Context: an optimization exercise on an open-source flow, tuned for small area and a short achievable clock period. The choices shown serve that exercise and are no tape-out recipe.

==> yarrow <==
// top_fsm
module top_fsm(
	input clk,
	input reset,
	input rightBtn,
	input leftBtn,
	input upBtn,
	input downBtn,
	input crightBtn,
	input cleftBtn,
	input cupBtn,
	input cdownBtn,
	output reg [7:0] segCode,
	output wire [3:0] an,
	output wire [2:0] red,
	output wire [2:0] green,
	output wire [1:0] blue,
	output wire hsync,
	output wire vsync,
	output wire [3:0] catX,
	output wire [3:0] catY,
	output wire [3:0] mouseX,
	output wire [3:0] mouseY,
	output wire [3:0] goalX,
	output wire [3:0] goalY,
	output wire [13:0] score,
	output wire gameOver
);
clock: 90.0 ns
lec_check: 0
abc_area: 1
cap_margin: 20
core_margin: 2
core_utilization: 40
slew_margin: 20
run.sh (not shown) runs the stock make flow with config.mk's settings and CLKGATE_MAP_FILE= SYNTH_SCRIPT=/design/flow/synth_recipe.tcl, a recipe that flattens the netlist after the stock synthesis.
==> harbor (differences from yarrow) <==
--- a/flow/design.v
+++ b/flow/design.v
@@ -80,19 +80,19 @@
 	input wire [3:0] CatX,
 	input wire [3:0] CatY,
 	input wire [3:0] MouseX,
 	input wire [3:0] MouseY,
 	input wire [3:0] GoalX,
 	input wire [3:0] GoalY,
 	input wire GameOver,
-	output reg hsync,
-	output reg vsync,
-	output wire [2:0] red,
-	output wire [2:0] green,
-	output wire [1:0] blue
+	output wire hsync,
+	output wire vsync,
+	output reg [2:0] red,
+	output reg [2:0] green,
+	output reg [1:0] blue
 );
 reg [4:0] hcol;
 reg [5:0] hsub;
 reg [3:0] vrow;
 reg [5:0] vsub;
 function [15:0] map_row;
 	input [3:0] r;
@@ -116,76 +116,72 @@
 	input [5:0] a;
 	inc6 = a ^ {&a[4:0], &a[3:0], &a[2:0], &a[1:0], a[0], 1'b1};
 endfunction
 wire hsub_end = (hsub == 6'd39);
 wire line_end = (hcol == 5'd16) & (hsub == 6'd15);    
 wire vsub_end = (vsub == 6'd39);
 wire frame_end = (vrow == 4'd13);                       
-wire [5:0] nhsub = hsub_end ? 6'd0 : inc6(hsub);
-wire [4:0] nhcol = ~hsub_end ? hcol : (hcol == 5'd19) ? 5'd0 : hcol ^ {&hcol[3:0], &hcol[2:0], &hcol[1:0], hcol[0], 1'b1};
-wire [5:0] nvsub = ~line_end ? vsub : (frame_end | vsub_end) ? 6'd0 : inc6(vsub);
-wire [3:0] nvrow = ~line_end ? vrow : frame_end ? 4'd0 : vsub_end ? vrow ^ {&vrow[2:0], &vrow[1:0], vrow[0], 1'b1} : vrow;
-wire nhsync = ~(((nhcol == 5'd16) & (nhsub[5] | nhsub[4])) | (nhcol == 5'd17) |
-                ((nhcol == 5'd18) & ~nhsub[5]));
-wire nvsync = ~((nvrow == 4'd0) & (nvsub[5:1] == 5'd0));
-wire nvsub_ge31 = nvsub[5] | (&nvsub[4:0]);
-wire nvact = ~((nvrow == 4'd0) & ~nvsub_ge31) & ~((nvrow == 4'd12) & nvsub_ge31) & (nvrow != 4'd13);
-wire nhact = ~nhcol[4];
-wire [3:0] ncol = nhcol[3:0];
-wire [15:0] nmrow = map_row(nvrow);
-wire nwallpix = nmrow[ncol];
-reg r, g, b;
-always @(*) begin
-	r = 1'b0;
-	g = 1'b0;
-	b = 1'b0;
-	if (nvact & nhact) begin
-		if (ncol == MouseX && nvrow == MouseY) begin
-			g = 1'b1;
-		end else if (ncol == CatX && nvrow == CatY) begin
-			r = 1'b1;
-		end else if (ncol == GoalX && nvrow == GoalY) begin
-			r = 1'b1;
-			g = 1'b1;
-		end else if (!nwallpix) begin
-			r = 1'b1;
-			g = ~GameOver;
-			b = ~GameOver;
-		end else begin
-			b = 1'b1;
-		end
-	end
-end
-reg red1, green1, blue1;
 always @(posedge clk or posedge reset) begin
 	if (reset) begin
 		hcol <= 5'd16;
 		hsub <= 6'd16;
 		vrow <= 4'd0;
 		vsub <= 6'd0;
-		hsync <= 1'b0;
-		vsync <= 1'b0;
-		red1 <= 1'b0;
-		green1 <= 1'b0;
-		blue1 <= 1'b0;
 	end else begin
-		hcol <= nhcol;
-		hsub <= nhsub;
-		vrow <= nvrow;
-		vsub <= nvsub;
-		hsync <= nhsync;
-		vsync <= nvsync;
-		red1 <= r;
-		green1 <= g;
-		blue1 <= b;
+		if (hsub_end) begin
+			hsub <= 6'd0;
+			hcol <= (hcol == 5'd19) ? 5'd0 : hcol ^ {&hcol[3:0], &hcol[2:0], &hcol[1:0], hcol[0], 1'b1};
+		end else
+			hsub <= inc6(hsub);
+		if (line_end) begin
+			if (frame_end) begin
+				vrow <= 4'd0;
+				vsub <= 6'd0;
+			end else if (vsub_end) begin
+				vrow <= vrow ^ {&vrow[2:0], &vrow[1:0], vrow[0], 1'b1};
+				vsub <= 6'd0;
+			end else
+				vsub <= inc6(vsub);
+		end
+	end
+end
+assign hsync = ~(((hcol == 5'd16) & (hsub[5] | hsub[4])) | (hcol == 5'd17) |
+                 ((hcol == 5'd18) & ~hsub[5]));
+assign vsync = ~((vrow == 4'd0) & (vsub[5:1] == 5'd0));
+wire vsub_ge31 = vsub[5] | (&vsub[4:0]);
+wire vact = ~((vrow == 4'd0) & ~vsub_ge31) & ~((vrow == 4'd12) & vsub_ge31) & (vrow != 4'd13);
+wire hact = ~hcol[4];
+wire [3:0] col = hcol[3:0];
+wire [15:0] mrow = map_row(vrow);
+wire wallpix = mrow[col];
+always @(*) begin
+	red = 3'b000;
+	green = 3'b000;
+	blue = 2'b00;
+	if (vact & hact) begin
+		if (col == MouseX && vrow == MouseY) begin
+			green = 3'b111;
+		end else if (col == CatX && vrow == CatY) begin
+			red = 3'b111;
+		end else if (col == GoalX && vrow == GoalY) begin
+			red = 3'b111;
+			green = 3'b111;
+		end else if (!wallpix) begin
+			if (GameOver) begin
+				red = 3'b111;
+			end else begin
+				red = 3'b111;
+				green = 3'b111;
+				blue = 2'b11;
+			end
+		end else begin
+			blue = 2'b11;
+		end
 	end
 end
-assign red = {3{red1}};
-assign green = {3{green1}};
-assign blue = {2{blue1}};
 endmodule
 module step_slots(
 	input wire clk,
 	input wire reset,
 	input wire [5:0] cc,
 	output wire mslot,
 	output wire cslot,
@@ -549,22 +545,15 @@
 	output wire [3:0] CatX,
 	output wire [3:0] CatY,
 	output wire [3:0] MouseX,
 	output wire [3:0] MouseY,
 	output wire [3:0] GoalX,
 	output wire [3:0] GoalY,
 	output wire [13:0] Score,
-	output wire GameOver,
-	output wire [3:0] nCatX,
-	output wire [3:0] nCatY,
-	output wire [3:0] nMouseX,
-	output wire [3:0] nMouseY,
-	output wire [3:0] nGoalX,
-	output wire [3:0] nGoalY,
-	output wire nGameOver
+	output wire GameOver
 );
 reg [3:0] mx, my, cx, cy, gx, gy;
 reg [13:0] sc;
 reg go;
 reg [5:0] cc;
 wire mslot, cslot;
 wire [3:0] r15, r12;
@@ -728,21 +717,14 @@
 assign CatY = cy;
 assign MouseX = mx;
 assign MouseY = my;
 assign GoalX = gx;
 assign GoalY = gy;
 assign Score = sc;
 assign GameOver = go;
-assign nCatX = cxn;
-assign nCatY = cyn;
-assign nMouseX = mxn;
-assign nMouseY = myn;
-assign nGoalX = gmove ? r15 : gx;
-assign nGoalY = gmove ? r12 : gy;
-assign nGameOver = go | caught;
 endmodule
 module top_fsm(
 	input clk,
 	input reset,
 	input rightBtn,
 	input leftBtn,
 	input upBtn,
@@ -763,16 +745,14 @@
 	output wire [3:0] mouseX,
 	output wire [3:0] mouseY,
 	output wire [3:0] goalX,
 	output wire [3:0] goalY,
 	output wire [13:0] score,
 	output wire gameOver
 );
-wire [3:0] nCatX, nCatY, nMouseX, nMouseY, nGoalX, nGoalY;
-wire nGameOver;
 Location locate(
 	.rightBtn(rightBtn),
 	.leftBtn(leftBtn),
 	.upBtn(upBtn),
 	.downBtn(downBtn),
 	.crightBtn(crightBtn),
 	.cleftBtn(cleftBtn),
@@ -783,41 +763,34 @@
 	.CatX(catX),
 	.CatY(catY),
 	.MouseX(mouseX),
 	.MouseY(mouseY),
 	.GoalX(goalX),
 	.GoalY(goalY),
 	.Score(score),
-	.GameOver(gameOver),
-	.nCatX(nCatX),
-	.nCatY(nCatY),
-	.nMouseX(nMouseX),
-	.nMouseY(nMouseY),
-	.nGoalX(nGoalX),
-	.nGoalY(nGoalY),
-	.nGameOver(nGameOver)
+	.GameOver(gameOver)
 );
 wire [3:0] ones, tens, hundreds, thousands;
 scoreConverter converter(
 	.score(score),
 	.ones(ones),
 	.tens(tens),
 	.hundreds(hundreds),
 	.thousands(thousands)
 );
 vga640x480 drawScreen(
 	.clk(clk),
 	.reset(reset),
-	.CatX(nCatX),
-	.CatY(nCatY),
-	.MouseX(nMouseX),
-	.MouseY(nMouseY),
-	.GoalX(nGoalX),
-	.GoalY(nGoalY),
-	.GameOver(nGameOver),
+	.CatX(catX),
+	.CatY(catY),
+	.MouseX(mouseX),
+	.MouseY(mouseY),
+	.GoalX(goalX),
+	.GoalY(goalY),
+	.GameOver(gameOver),
 	.hsync(hsync),
 	.vsync(vsync),
 	.red(red),
 	.green(green),
 	.blue(blue)
 );
 reg [1:0] count;
ABC_AREA = default   (was 1)
==> willow (differences from yarrow) <==
ABC_AREA = default   (was 1)
==> comparison table <==
Result of the run: willow timing/DRC/antenna clean; yarrow timing/DRC/antenna clean; harbor timing/DRC/antenna clean
Final Routed Wirelength: willow 74700 um; yarrow 64200 um; harbor 69500 um
Clock tree sinks: willow 282; yarrow 282; harbor 277
Final worst setup slack: willow 68760 ps; yarrow 68590 ps; harbor 68000 ps
Height of the die: willow 253 um; yarrow 244 um; harbor 249 um
Critical Path Fanout Max: willow 33; yarrow 35; harbor 12
Routed length on met1: willow 34600 um; yarrow 29600 um; harbor 32400 um
Crit path max-delay cell type: willow sky130_fd_sc_hd__clkdlybuf4s50_1; yarrow sky130_fd_sc_hd__clkinv_1; harbor sky130_fd_sc_hd__dfrtp_1
Achievable clock frequency: willow 47.1 MHz; yarrow 46.7 MHz; harbor 45.5 MHz
Net count of the mapped netlist: willow 3194; yarrow 3453; harbor 3099
Via count of the first global-routing pass: willow 21500; yarrow 20200; harbor 20700
Post-Layout Inst Area: willow 27200 um^2; yarrow 25700 um^2; harbor 26100 um^2
Met1 track utilization from global routing: willow 32.7%; yarrow 29.2%; harbor 31.0%
H-tree levels: willow 1; yarrow 2; harbor 1
Clock transition at the registers of the reported paths: willow 60 ps; yarrow 60 ps; harbor 50 ps
Post-synthesis area per instance: willow 8.32 um^2; yarrow 7.10 um^2; harbor 8.31 um^2
Number of buffers created by CTS: willow 31; yarrow 36; harbor 31
Synthesized-area fraction occupied by xor and xnor cells: willow 6.58%; yarrow 5.24%; harbor 7.10%
Share of flip-flops with an asynchronous set or reset after synthesis: willow 96.8%; yarrow 96.8%; harbor 96.8%
Clock buffer and inverter area fraction after layout: willow 3.77%; yarrow 4.78%; harbor 3.61%
Critical Path End: willow drawScreen.blue1; yarrow locate.sc[13]; harbor green[2]
P&R area growth vs syn: willow 9.14%; yarrow 11.2%; harbor 8.51%
Routed length on met2: willow 34200 um; yarrow 28400 um; harbor 31700 um
Register fraction of the total cell area: willow 25.9%; yarrow 27.4%; harbor 26.5%
Number of tap instances: willow 837; yarrow 765; harbor 773
Nature of the critical path startpoint: willow primary input; yarrow primary input; harbor register
No functional check of the RTL was part of any run of this note.

## static timing again, ports no longer ideal
How much do the figures lean on ideal ports? The routed layouts below were timed once more, with nothing changed but the port constraints. Step 1 (the two cells are an assumption about what drives the block):
set clk [get_ports {clk}]
set_driving_cell -lib_cell sky130_fd_sc_hd__clkbuf_16 $clk
set_driving_cell -lib_cell sky130_fd_sc_hd__buf_2 [delete_from_list [all_inputs] $clk]
Step 2, shift: input delay + t, output delay - t, t = (earliest + latest rising clock arrival at the registers) / 2. This alone moves slack from input paths to output paths. a / b / c = no drivers / after step 1 / after step 2; a / b = the first two.
| run | t (ns) | setup WS [ns] | cell pins on the clock port's net |
|---|---|---|---|
| yarrow | 0.609 | 68.589 / 68.625 / 68.016 | 1 |
| harbor | 0.654 | 67.999 / 67.941 / 68.292 | 1 |
| willow | 0.659 | 68.759 / 68.775 / 68.116 | 1 |
After both steps every run listed still meets setup and hold. The setup slack of willow, which loses most, moves by +0.016 ns with the drivers and by -0.643 ns with both steps.
